Context: an optimization exercise on an open-source flow, tuned for small area. The choices shown serve that exercise and are no tape-out recipe.
In this exercise RTL edits were held to simulation tests only and were not proved equivalent to the original.
Power and IR drop assume default switching activity.

<file path="run.sh">
#!/bin/bash
# synth_recipe.tcl (not shown) runs the flow's synth.tcl, then flattens the netlist and writes it again
# the make line also repeats each setting of config.mk as NAME=value (left out here)
make -C /OpenROAD-flow-scripts/flow DESIGN_CONFIG=/design/flow/config.mk WORK_HOME=/design/flow/orfs CLKGATE_MAP_FILE= SYNTH_SCRIPT=/design/flow/synth_recipe.tcl finish
</file>
<file path="config.mk">
export PLATFORM = sky130hd
export DESIGN_NAME = pro_v_2_0
export DESIGN_NICKNAME = pro_v_2_0
export VERILOG_FILES = /design/flow/design.v
export SDC_FILE = /design/flow/constraint.sdc
export NUM_CORES = 4
export LEC_CHECK = 0
export CAP_MARGIN = 20
export CORE_MARGIN = 2
export CORE_UTILIZATION = 40
export SLEW_MARGIN = 20
</file>
<file path="constraint.sdc">
create_clock -name core_clock -period 10.0 [get_ports {clk}]
set_input_delay 2.0000 -clock core_clock [delete_from_list [all_inputs] [get_ports {clk}]]
set_output_delay 2.0000 -clock core_clock [all_outputs]
set_load 0.01 [all_outputs]
</file>
<file path="design.v">
`timescale 1ns / 1ps
module pro_v_2_0(a,clk,rst,colomn,r,l,u,d
 );
localparam integer DISP_DIV = 30;        
localparam integer TICK_DIV = 5000;      
integer i;
integer j;
input clk;
input rst;
input l,r,u,d;
output reg [6:0] a;
output reg [4:0] colomn;
reg [6:0] b;
reg [6:0]  m [4:0];
reg [6:0]  m_next [4:0];
reg [3:0] motion;
reg [6:0] sample_var;
integer i_block2;
integer light;
integer curr_coordinate;
reg [2:0] x_cor [2:0];
reg [2:0] y_cor [2:0];
reg [2:0] rand_x;
reg [2:0] rand_y;
integer i_block3;
integer k;
integer l1;
integer l2;
integer l3;
integer food_xcor;
integer food_ycor;
integer food_index;
integer ate_food;
always @(*) begin
	case (food_index)
	0:  begin rand_x = 3'b001; rand_y = 3'b010; end
	1:  begin rand_x = 3'b001; rand_y = 3'b001; end
	2:  begin rand_x = 3'b100; rand_y = 3'b000; end
	3:  begin rand_x = 3'b011; rand_y = 3'b100; end
	4:  begin rand_x = 3'b110; rand_y = 3'b000; end
	5:  begin rand_x = 3'b001; rand_y = 3'b011; end
	6:  begin rand_x = 3'b011; rand_y = 3'b001; end
	7:  begin rand_x = 3'b100; rand_y = 3'b000; end
	8:  begin rand_x = 3'b010; rand_y = 3'b011; end
	9:  begin rand_x = 3'b011; rand_y = 3'b000; end
	10: begin rand_x = 3'b001; rand_y = 3'b010; end
	11: begin rand_x = 3'b100; rand_y = 3'b011; end
	12: begin rand_x = 3'b001; rand_y = 3'b100; end
	13: begin rand_x = 3'b001; rand_y = 3'b011; end
	14: begin rand_x = 3'b010; rand_y = 3'b011; end
	15: begin rand_x = 3'b101; rand_y = 3'b010; end
	16: begin rand_x = 3'b110; rand_y = 3'b010; end
	17: begin rand_x = 3'b101; rand_y = 3'b100; end
	18: begin rand_x = 3'b110; rand_y = 3'b100; end
	19: begin rand_x = 3'b010; rand_y = 3'b010; end
	20: begin rand_x = 3'b000; rand_y = 3'b001; end
	21: begin rand_x = 3'b010; rand_y = 3'b000; end
	22: begin rand_x = 3'b000; rand_y = 3'b001; end
	23: begin rand_x = 3'b010; rand_y = 3'b010; end
	24: begin rand_x = 3'b100; rand_y = 3'b000; end
	25: begin rand_x = 3'b101; rand_y = 3'b001; end
	26: begin rand_x = 3'b011; rand_y = 3'b100; end
	27: begin rand_x = 3'b110; rand_y = 3'b001; end
	28: begin rand_x = 3'b011; rand_y = 3'b010; end
	29: begin rand_x = 3'b101; rand_y = 3'b001; end
	30: begin rand_x = 3'b100; rand_y = 3'b011; end
	31: begin rand_x = 3'b110; rand_y = 3'b010; end
	32: begin rand_x = 3'b000; rand_y = 3'b100; end
	33: begin rand_x = 3'b000; rand_y = 3'b000; end
	34: begin rand_x = 3'b000; rand_y = 3'b011; end
	default: begin rand_x = 3'b000; rand_y = 3'b000; end
	endcase
end
always @(posedge clk)
	begin
	if (rst)
		begin
			i = 0;
			k = 0;
			a = 7'b0000000;
			colomn = 5'b11111;
		end
	else
		begin
		i=i+1;
		if (i==DISP_DIV)
			begin
				a=7'b0000000;
				colomn = 5'b11111;
				i=0;
				colomn[k] = 0;
				b = m[k];
				a = b;
				k = k+1;
				if (k==5)
					begin
						k=0;
					end
			end
		end
end
always@(posedge clk) begin
	if (rst)
		motion <= 4'b1000;
	else if(l==1)
		motion <= 4'b1000;
	else if(r==1)
		motion <= 4'b0100;
	else if(u==1)
		motion <= 4'b0010;
	else if(d==1)
		motion <= 4'b0001;
end
always@(posedge clk)
		begin
		if (rst)
			begin
				i_block2 = 0;
				ate_food = 1;
				food_xcor = 0;
				food_ycor = 0;
				for (l1=0;l1<5;l1=l1+1)
					m[l1] <= 7'b0000000;
				x_cor[0] <= 3'b001;
				x_cor[1] <= 3'b010;
				x_cor[2] <= 3'b011;
				y_cor[0] <= 3'b100;
				y_cor[1] <= 3'b100;
				y_cor[2] <= 3'b100;
			end
		else
		begin
		i_block2=i_block2+1;
			if(i_block2==TICK_DIV)
				begin
					i_block2=0;
					if(ate_food==1)
					begin
					ate_food=0;
					food_xcor = rand_x;
					food_ycor = rand_y;
					end
								for(curr_coordinate = 0;curr_coordinate < 2;curr_coordinate = curr_coordinate+1)
									begin
										x_cor[curr_coordinate] <= x_cor[curr_coordinate+1] ;
										y_cor[curr_coordinate] <= y_cor[curr_coordinate+1] ;
									end
								if(motion==4'b0100)
									begin
									x_cor[curr_coordinate] <= x_cor[curr_coordinate] + 1;
									if (x_cor[curr_coordinate]==6)
									begin
										x_cor[curr_coordinate] <= 0 ;
									end
									end
								if(motion==4'b1000)
									begin
									x_cor[curr_coordinate] <= x_cor[curr_coordinate] - 1;
										if (x_cor[curr_coordinate]==0)
										begin
											x_cor[curr_coordinate] <= 6 ;
										end
									end
								if(motion==4'b0010)
									begin
									y_cor[curr_coordinate] <= y_cor[curr_coordinate]-1 ;
										if (y_cor[curr_coordinate]==0)
										begin
											y_cor[curr_coordinate] <= 4 ;
										end
									end
								if(motion==4'b0001)
									begin
									y_cor[curr_coordinate] <= y_cor[curr_coordinate]+1 ;
										if (y_cor[curr_coordinate]==4)
										begin
											y_cor[curr_coordinate] <= 0 ;
										end
									end
								if(x_cor[curr_coordinate]==food_xcor && y_cor[curr_coordinate]==food_ycor)
								begin
									food_xcor = rand_x;
									food_ycor = rand_y;
								end
								for(l1=0;l1<5;l1=l1+1)
									begin
										sample_var = 7'b0000000;
										for(l2=0;l2<3;l2 = l2+1)
											begin
												l3 = y_cor[l2];
												if(l3==l1)
													begin
														light = x_cor[l2];
														sample_var[light] = 1;
													end
											end
									m_next[l1] = sample_var;
									end
									sample_var = m_next[food_ycor];
									sample_var[food_xcor] = 1;
									m_next[food_ycor] = sample_var;
									for (l1=0;l1<5;l1=l1+1)
										m[l1] <= m_next[l1];
						end
					end
		end
always@(posedge clk) begin
	if (rst)
		begin
		i_block3 = 0;
		food_index <= 0;
		end
	else
	begin
	i_block3=i_block3+1;
	if(i_block3==TICK_DIV)
	begin
	i_block3=0;
	if(food_index+1==34)
		food_index <= 0;
	else
		food_index <= food_index+1;
	end
	end
	end
endmodule
</file>
==> run_results.csv, run 1 <==
group,metric,value,unit
finish,nNetsFinal,2423,
cts,cts_tree,"done",
yosys,syn_nets,2486,
die,dieHeight,221,um
worst_setup_path,cp_slowest_cell,"nor4_4",
power_and_ir_drop,powerDensity,131,nW/um^2
yosys,ys_top_cells_by_count,"dfxtp_1, nor2_1, nand2_1",
yosys,ys_seq_area_share,33.0,%
min_path,hp-start,"m[2][1]$_SDFFE_PP0N_",
finish,final.fill_count,4654,
worst_setup_path,crit_path_start,"food_xcor[9]$_SDFFE_PP0N_",
routing,drtIter0Drc,1694,
routing,route.detailed.drc,0,
cts,post-cts-setup-buffers,0,
timing,timing.final.crit_period,7.49,ns
cts,cts_sinks,300,
yosys,synth.avg_cell_area,7.68,um^2
timing,max-slew-margin-rel,23.4,%
run,maxCapViolCount,0,
worst_setup_path,path_common_cell,"nor4_4",
timing,maxSlewViolCount,0,
finish,drive_gt1_share,5.65,%
worst_setup_path,cp-end-kind,"flip-flop",
yosys,yosysTopAreaCell,"dfxtp_1",
global_routing,grt_max_degree,60,
placement,portBuffers,17,
cts,clock_path_buffers,3,
timing,skew,0.0197,ns
yosys,async_flop_share,0,%
cts,cts.clk_slew.worst_paths,0.06,ns
worst_setup_path,worst-setup-path-type,"flip-flop to flip-flop",
routing,dr_total_vias,17700,
worst_setup_path,path_cells,"nor4_4, nand4b_1, nor4b_2, a31oi_1, nor4_4, a21oi_2, nand2_1, o21ai_0, inv_1, ha_1, or3b_2, a32oi_1, o21ai_1, o21ai_1, mux2i_1, a221o_1, o32ai_1, or4b_1, nor4_4, a31oi_1, a211oi_1",
timing,worstMarginPinSlew,1.14,ns
finish,fin_util,44.3,%
die,start_util,40.4,%
cts,cts_resized,0,
timing,finalHoldViolCount,0,
cts,cts-root-buf,"clkbuf_16",
timing,fin_setup_tns,0,ns
worst_setup_path,slowest_delay,0.80,ns
routing,viasPerCell,5.87,
power_and_ir_drop,leakagePower,7.19,nW
worst_setup_path,r2r-start,"food_xcor[9]$_SDFFE_PP0N_",
die,dieArea,48600,um^2
routing,antenna_left,0,
global_routing,antenna_found_initial,0,
global_routing,overflow,0,
die,io_pins,18,
min_path,hold_path_class,"flip-flop to flip-flop",
die,coreArea,46500,um^2
yosys,synthFlopType,"dfxtp_1",
timing,setup_violations,0,
yosys,ys_types,88,
routing,first_pass_iters,8,
placement,gp_congestion,0.948,
yosys,synth.top_cell.area_share,30.1,%
finish,register_area,6190,um^2
worst_setup_path,r2r-end,"m[0][5]$_SDFFE_PP0N_",
cts,cts_hold_buf,0,
yosys,synth_area,18800,um^2
yosys,ys_ff_latch,300,
finish,antenna_cells,0,
global_routing,grt_pass1_vias,16100,
timing,fmax,0.134,GHz
finish,area_delta_synth_final,9.72,%
yosys,yosys.cell_count.top_type,"dfxtp_1",
worst_setup_path,regToRegSetupSlack,2.51,ns
yosys,synth_area_leaders,"dfxtp_1, nor2_1, nand2_1",
routing,routed_wl,50.5,mm
worst_setup_path,start_kind,"flip-flop",
cts,numCtsBuffers,36,
global_routing,groute.usage.overall,20.7,%
routing,routedWlPerCell,16.8,um
global_routing,grt_pass1_wl,83.3,mm
cts,clk_latency,0.56,ns
yosys,synth_edf_count,18,
worst_setup_path,reg2regPathDepth,21,
yosys,yosysWarnings,3,
worst_setup_path,crit_fanout,17,
timing,period_share,74.9,%
die,fp.dieW,221,um
worst_setup_path,worst_ep_required_time,10.46,ns
worst_setup_path,crit_path_end,"m[0][5]$_SDFFE_PP0N_",
worst_setup_path,worstPathArrival,7.95,ns
finish,multiInputGateArea,11800,um^2
min_path,holdPathStages,2,
placement,hpwl,35.3,mm
timing,rsz0062_at_grt,"false",
yosys,netlist_instances,2442,
power_and_ir_drop,power,0.00270,W
die,num_rows,79,
power_and_ir_drop,ir_drop,0.120,mV
outcome,outcome,"complete, no violations",
cts,htreeDepth,2,
-- report_power, final --
part | switching [W] | internal, W | total [W]
logic | 0.0000418 | 0.0000160 | 0.0000578
registers | 0.00000776 | 0.00121 | 0.00122
clock network | 0.000533 | 0.000891 | 0.00142
-- registers in the layout (all words and copies together), names as in the netlist, named ones only --
name,flops
colomn,5
food_index,32
ate_food,1
i,32
i_block2,32
food_xcor,32
x_cor,9
a,7
food_ycor,32
k,32
i_block3,32
m,35
y_cor,9
motion,4
-- through the flow --
stage | std cells | area (um^2) | hold WS, ns | worst slack, ns
detailed placement | 2947 | 19300 | 0.437 | 2.66
floorplan | 2442 | 18800 | 0.420 | 3.95
global route | 3014 | 20600 | 0.467 | 1.76
CTS | 3013 | 20600 | 0.449 | 2.65
finish | 3014 | 20600 | 0.447 | 2.51
global placement | 2947 | 19300 | 0.434 | 2.91
-- cell type report --
type	count	area share (%)
Clock buffer	48	4.89
Inverter	69	1.26
Multi-Input combinational cell	1936	57.2
Clock inverter	18	1.34
Timing Repair Buffer	36	1.51
Sequential cell	300	30.1
Tap cell	607	3.69
-- critical path, delay by kind of cell (launching register included) --
kind            cells  cell delay [ns]
simple gates        8             3.84
compound gates     10             2.36
fa+ha+maj           1             0.31
buf+inv             1             0.18
flops               1             0.38
mux                 1             0.27
-- per-layer routing --
| metal | global-route usage [%] | up-vias | routed length (um) |
|---|---|---|---|
| met4 | 6.31 | 0 | 1140 |
| met3 | 3.18 | 87 | 2720 |
| met5 | 0 | - | 0 |
| li1 | - | 8771 | - |
| met2 | 32.9 | 491 | 22600 |
| met1 | 28.9 | 8339 | 24100 |
-- worst min path at each step --
stage	to	slack (ns)
floorplan	food_ycor[18]$_SDFFE_PP0N_	0.42
global placement	food_ycor[18]$_SDFFE_PP0N_	0.43
detailed placement	food_ycor[14]$_SDFFE_PP0N_	0.44
CTS	m[2][1]$_SDFFE_PP0N_	0.45
global route	food_ycor[28]$_SDFFE_PP0N_	0.47
finish	m[2][1]$_SDFFE_PP0N_	0.45
-- cells by family (layout without fill, tap and decap cells) --
kind of cell / after synthesis / count (layout) / share of synthesized area [%]
multiplexers: 40 / 40 / 2.19
AO/OA/AOI/OAI: 540 / 540 / 18.8
flip-flops: 300 / 300 / 33.0
buffers and inverters: 206 / 171 / 4.28
adder cells (fa/ha/maj): 38 / 38 / 2.53
XOR/XNOR: 158 / 158 / 7.38
AND/OR/NAND/NOR: 1160 / 1160 / 31.8
-- placed cells by master, fill, tap and decap left out, types with 9 or more instances in the layout --
cell             Yosys  layout
dfxtp_1            282     281
nor2_1             278     277
nand2_1            237     237
o21ai_0            124     124
a21oi_1            113     113
nor3_1             103     102
nand3_1             98      98
xnor2_1             88      88
and2_1              88      88
xor2_1              70      70
nor4_1              68      68
inv_1               67      67
and3_1              57      57
nand4_1             54      54
a31oi_1             48      48
ha_1                38      38
clkbuf_16            0      37
or3_1               35      35
mux2i_1             32      32
o31ai_1             33      32
nor2b_1             26      26
a22oi_1             23      23
a211oi_1            20      20
buf_4                0      20
o22ai_1             19      19
o221ai_1            18      18
edfxtp_1            18      18
and4_1              17      17
o21ai_1             17      17
clkdlybuf4s50_1      0      16
nor3b_1             15      15
nand2b_1            15      15
or4_1               12      12
or2_2               12      12
o211ai_1            11      11
o41ai_1             11      11
a222oi_1            11      11
or3b_2               9       9
nand3b_1             9       9
==> inputs of run 2 (changes only) <==
==> design.v (replaced) <==
`timescale 1ns / 1ps
module pro_v_2_0(a,clk,rst,colomn,r,l,u,d);
input clk;
input rst;
input l,r,u,d;
output [6:0] a;
output [4:0] colomn;
localparam [1:0] DL = 2'b00, DR = 2'b01, DU = 2'b10, DD = 2'b11;
reg [4:0] i;
reg [2:0] lr;
reg [6:0] q;
reg [1:0] motion, sd;
reg [5:0] mp;           
reg [1:0] d0, d1, d2;
reg [5:0] food;         
reg [5:0] fi;
function [5:0] mv;
	input [5:0] p;
	input [1:0] dd;
	input neg;
	reg [2:0] x, y;
	reg plus;
	begin
		x = p[5:3]; y = p[2:0];
		plus = dd[0] ^ neg;
		if (!dd[1])
			x = plus ? ((x == 3'd6) ? 3'd0 : x + 3'd1) : ((x == 3'd0) ? 3'd6 : x - 3'd1);
		else
			y = plus ? ((y == 3'd4) ? 3'd0 : y + 3'd1) : ((y == 3'd0) ? 3'd4 : y - 3'd1);
		mv = {x, y};
	end
endfunction
reg [5:0] tab;
always @(*) begin
	case (fi)
	0:  tab = {3'd1, 3'd2};
	1:  tab = {3'd1, 3'd1};
	2:  tab = {3'd4, 3'd0};
	3:  tab = {3'd3, 3'd4};
	4:  tab = {3'd6, 3'd0};
	5:  tab = {3'd1, 3'd3};
	6:  tab = {3'd3, 3'd1};
	7:  tab = {3'd4, 3'd0};
	8:  tab = {3'd2, 3'd3};
	9:  tab = {3'd3, 3'd0};
	10: tab = {3'd1, 3'd2};
	11: tab = {3'd4, 3'd3};
	12: tab = {3'd1, 3'd4};
	13: tab = {3'd1, 3'd3};
	14: tab = {3'd2, 3'd3};
	15: tab = {3'd5, 3'd2};
	16: tab = {3'd6, 3'd2};
	17: tab = {3'd5, 3'd4};
	18: tab = {3'd6, 3'd4};
	19: tab = {3'd2, 3'd2};
	20: tab = {3'd0, 3'd1};
	21: tab = {3'd2, 3'd0};
	22: tab = {3'd0, 3'd1};
	23: tab = {3'd2, 3'd2};
	24: tab = {3'd4, 3'd0};
	25: tab = {3'd5, 3'd1};
	26: tab = {3'd3, 3'd4};
	27: tab = {3'd6, 3'd1};
	28: tab = {3'd3, 3'd2};
	29: tab = {3'd5, 3'd1};
	30: tab = {3'd4, 3'd3};
	31: tab = {3'd6, 3'd2};
	32: tab = {3'd0, 3'd4};
	33: tab = {3'd0, 3'd0};
	default: tab = 6'bxxxxxx;
	endcase
end
wire first = food[2] & food[1];
wire refresh = (i == 5'd29);
wire q33 = (q == 7'd33), q66 = (q == 7'd66), q0 = (q == 7'd0);
wire w1 = (lr == 3'd0) & q33;
wire w2 = (lr == 3'd2) & q66;
wire w3 = (lr == 3'd4) & q0;
wire apply = refresh & (w1 | w2 | w3);
wire hold = (w1 & (i >= 5'd20)) | (w2 & (i >= 5'd10)) | w3;
wire [5:0] head = mv(mp, d0, 1'b0);
wire [5:0] tail = mv(mp, d1, 1'b1);
wire [5:0] ptail = mv(tail, d2, 1'b1);
wire eat = first | (head == food);
always @(posedge clk) begin
	if (rst) begin
		i <= 5'd0;
		lr <= 3'd7;
		q <= 7'd0;
		motion <= DL;
		mp <= {3'd2, 3'd4};
		d0 <= DR;
		d1 <= DR;
		food[2:1] <= 2'b11;
		fi <= 6'd0;
	end else begin
		i <= refresh ? 5'd0 : i + 5'd1;
		if (refresh) begin
			lr <= (lr == 3'd4 || lr == 3'd7) ? 3'd0 : lr + 3'd1;
			if (lr == 3'd3)
				q <= (q == 7'd99) ? 7'd0 : q + 7'd1;
		end
		if (l) motion <= DL;
		else if (r) motion <= DR;
		else if (u) motion <= DU;
		else if (d) motion <= DD;
		if (apply) begin
			mp <= head;
			d0 <= sd;
			d1 <= d0;
			if (eat) food[2:1] <= tab[2:1];
			fi <= (fi == 6'd33) ? 6'd0 : fi + 6'd1;
		end
	end
end
always @(posedge clk) begin
	if (!hold)
		sd <= motion;
	if (apply) begin
		d2 <= d1;
		if (eat) begin
			food[5:3] <= tab[5:3];
			food[0] <= tab[0];
		end
	end
end
wire show = ~lr[2] | ~(lr[1] | lr[0]);    
wire on = show & ~first;
reg [6:0] row;
always @(*) begin
	row = 7'd0;
	if (ptail[2:0] == lr) row[ptail[5:3]] = 1'b1;
	if (tail[2:0] == lr) row[tail[5:3]] = 1'b1;
	if (mp[2:0] == lr) row[mp[5:3]] = 1'b1;
	if (food[2:0] == lr) row[food[5:3]] = 1'b1;
end
assign a = on ? row : 7'd0;
assign colomn = ~({4'd0, show} << lr);
endmodule
--- a/config.mk
+++ b/config.mk
@@ -6,6 +6,7 @@
 export NUM_CORES = 4
 export LEC_CHECK = 0
+export ABC_AREA = 1
 export CAP_MARGIN = 20
 export CORE_MARGIN = 2
-export CORE_UTILIZATION = 40
+export CORE_UTILIZATION = 60
 export SLEW_MARGIN = 20
==> run 2 against run 1 <==
Against the previous run: sequential share of layout area shrank 7.5 points; non-clock buffer count shrank 19; power shrank 87%; critical path depth shrank 2; clock skew shrank 0.012 ns; flip-flop and latch count shrank 251; cell count shrank 74%; critical endpoint is now a[2].
==> run_results.csv, run 2 <==
group,metric,value,unit
timing,setup_violations,0,
power_and_ir_drop,leakagePower,2.29,nW
timing,period_share,61.4,%
finish,drive_gt1_share,10.6,%
yosys,synth_edf_count,8,
cts,cts.clk_slew.worst_paths,0.09,ns
min_path,holdPathStages,0,
global_routing,use_met1,32.4,%
timing,timing.hold.ws,0.411,ns
die,start_util,61.0,%
timing,finalHoldViolCount,0,
worst_setup_path,worst-setup-path-type,"flip-flop to output port",
yosys,netlist_instances,659,
cts,cts-root-buf,"clkbuf_8",
timing,timing.final.crit_period,6.14,ns
placement,portBuffers,17,
global_routing,antenna_found_initial,0,
timing,maxSlewViolCount,0,
cts,cts_resized,0,
cts,clk_latency,0.31,ns
cts,cts_tree,"done",
placement,dp_cells,762,
power_and_ir_drop,power,0.000355,W
yosys,async_flop_share,0,%
worst_setup_path,regToRegSetupSlack,6.56,ns
placement,gp_congestion,0.895,
worst_setup_path,start_kind,"flip-flop",
timing,skew,0.00730,ns
routing,antenna_left,0,
timing,worstMarginPinSlew,0.658,ns
yosys,yosysWarnings,1,
finish,fin_util,65.4,%
die,fp.dieW,89.4,um
global_routing,grt_max_degree,22,
global_routing,grt_pass1_wl,16.1,mm
finish,final_common_cell,"nand2_1",
yosys,yosysTopAreaCell,"dfxtp_1",
yosys,synth_area,4380,um^2
worst_setup_path,cp-end-kind,"output port",
die,dieHeight,89.4,um
finish,register_area,1060,um^2
finish,final.fill_count,647,
routing,routedWlPerCell,12.8,um
worst_setup_path,crit_fanout,8,
cts,clock_path_buffers,2,
global_routing,groute.usage.overall,25.4,%
finish,largest_reg_flops,7,
finish,area_delta_synth_final,7.17,%
finish,final_cell_mix,"nand2_1, inv_1, nand3_1",
finish,regMostFlops,"q",
min_path,hp-start,"tab[4]$_SDFF_PP0_",
cts,post-cts-setup-buffers,0,
timing,rsz0062_at_grt,"false",
die,num_rows,31,
die,dieArea,8000,um^2
die,coreArea,7180,um^2
finish,stdcell_count,770,
routing,viasPerCell,5.32,
yosys,synthFlopType,"dfxtp_1",
cts,numCtsBuffers,5,
finish,multiInputGateArea,2850,um^2
worst_setup_path,worst_ep_required_time,8.00,ns
routing,dr_total_vias,4093,
global_routing,gr-usage-met2,45.6,%
cts,cts_sinks,49,
yosys,syn_nets,711,
worst_setup_path,worstPathArrival,4.14,ns
global_routing,grtUsageMet3,2.59,%
placement,hpwl,7.68,mm
worst_setup_path,reg2regPathDepth,16,
worst_setup_path,r2r-end,"tab[1]$_SDFF_PP0_",
power_and_ir_drop,ir_drop,0.0700,mV
yosys,ys_seq_area_share,24.2,%
finish,antenna_cells,0,
yosys,yosys.cell_count.top_type,"nand2_1",
min_path,hold_path_class,"flip-flop to flip-flop",
routing,route.detailed.drc,0,
finish,nNetsFinal,722,
power_and_ir_drop,powerDensity,75.7,nW/um^2
min_path,worstHoldEndpoint,"food[4]$_DFFE_PP_",
timing,max-slew-margin-rel,56.1,%
routing,drtIter0Drc,260,
routing,routed_wl,9.86,mm
yosys,synth.avg_cell_area,6.65,um^2
yosys,ys_types,42,
yosys,synth_area_leaders,"dfxtp_1, nand2_1, ha_1",
yosys,synth.top_cell.area_share,18.7,%
global_routing,grt_pass1_vias,3594,
yosys,ys_top_cells_by_count,"nand2_1, inv_1, nand3_1",
die,io_pins,18,
timing,fin_setup_tns,0,ns
run,maxCapViolCount,0,
global_routing,grt_busiest_layer,"met2",
worst_setup_path,r2r-start,"lr[1]$_SDFFE_PP1P_",
global_routing,overflow,0,
cts,cts_hold_buf,0,
outcome,outcome,"complete, no violations",
yosys,ys_ff_latch,49,
cts,htreeDepth,2,
timing,fmax,0.163,GHz
routing,first_pass_iters,5,
run 2: cell types whose count changed after synthesis, moves of 57 or more:
cell,change
nand2_1,-68
nor4_1,-67
xor2_1,-57
and3_1,-57
a21oi_1,-85
xnor2_1,-86
nor3_1,-90
nor2_1,-229
dfxtp_1,-241
o21ai_0,-93
and2_1,-87
clkbuf_1,-111
run 2: worst max-delay path by stage:
| stage | from | endpoint | slack (ns) |
|---|---|---|---|
| 3_3_place_gp | mp[3]$_SDFFE_PP0P_ | a[4] | 4.40 |
| 6_report | mp[3]$_SDFFE_PP0P_ | a[2] | 3.86 |
| 2_1_floorplan | mp[3]$_SDFFE_PP0P_ | a[2] | 5.07 |
| 5_1_grt | mp[3]$_SDFFE_PP0P_ | a[3] | 3.44 |
| 3_5_place_dp | mp[3]$_SDFFE_PP0P_ | a[4] | 4.23 |
| 4_1_cts | mp[3]$_SDFFE_PP0P_ | a[4] | 3.88 |
run 2: cell type report:
| cell class | instances | area share (%) |
|---|---|---|
| Sequential cell | 49 | 22.6 |
| Inverter | 97 | 8.02 |
| Clock buffer | 6 | 1.55 |
| Tap cell | 99 | 2.64 |
| Multi-Input combinational cell | 500 | 60.7 |
| Clock inverter | 2 | 0.826 |
| Timing Repair Buffer | 17 | 3.63 |
run 2: cell families (layout without fill, tap and decap cells):
kind of cell	after synthesis	count (layout)	share of synthesized area, %
DFF	49	49	24.2
xor gates and xnor gates	15	15	3.00
and+or+nand+nor	338	338	35.5
AOI/OAI and AO/OA	101	101	13.4
buffers and inverters	110	122	10.7
adders and majority gates	46	46	13.1
run 2: layer usage:
layer	share of wire (%)	vias to the layer above
met5	0	-
met4	1.5	0
met3	2.5	14
met2	49	61
met1	47	1857
li1	-	2161
run 2: power by group:
part	internal [W]	switching, W
combinational	0.00000422	0.00000575
clock	0.0000751	0.0000675
sequential	0.000201	0.00000142
run 2: critical path: stages, from the launching register on:
cell,delay (ns)
dfxtp_1,0.52
inv_1,0.18
ha_1,0.39
nand3_1,0.11
o211ai_1,0.08
o21ai_1,0.23
inv_1,0.14
ha_1,0.33
inv_1,0.06
o21ai_0,0.15
a21oi_1,0.07
a21oi_2,0.23
ha_1,0.24
inv_1,0.07
nand2_1,0.07
nand2_1,0.10
nor2_1,0.13
nand2_1,0.06
a21oi_1,0.12
clkdlybuf4s50_1,0.55
run 2: per-stage QoR:
step | cell area, um^2 | setup WS (ns)
2_1_floorplan | 4380 | 5.07
5_1_grt | 4690 | 3.44
4_1_cts | 4690 | 3.88
3_5_place_dp | 4580 | 4.23
3_3_place_gp | 4580 | 4.40
6_report | 4690 | 3.86

-- port drivers added, routing unchanged --
In the flow no input, the clock included, has a driving cell. The finished layouts below were timed again as built, in two steps. Step 1 (the two cells are an assumption about what drives the block):
set clk [get_ports {clk}]
set_driving_cell -lib_cell sky130_fd_sc_hd__clkbuf_16 $clk
set_driving_cell -lib_cell sky130_fd_sc_hd__buf_2 [delete_from_list [all_inputs] $clk]
Step 2 adds t to the input delays and takes it off the output delays; t is the mean of the earliest and latest rising clock arrival at the registers after step 1. Input paths then give back, and output paths get back, about the clock's delay inside the block. a / b / c = no drivers / after step 1 / after step 2; a / b = the first two.
run | shift t [ns] | slack for setup (ns) | latest minus earliest clock arrival (ns) | worst register clock-pin slew, ns
run 1 | 0.604 | 2.512 / 2.512 / 2.512 | 0.020 / 0.020 | 0.06 / 0.06
run 2 | 0.334 | 3.859 / 3.827 / 4.161 | 0.008 / 0.008 | 0.09 / 0.09
After both steps setup and hold are still met in every run listed.
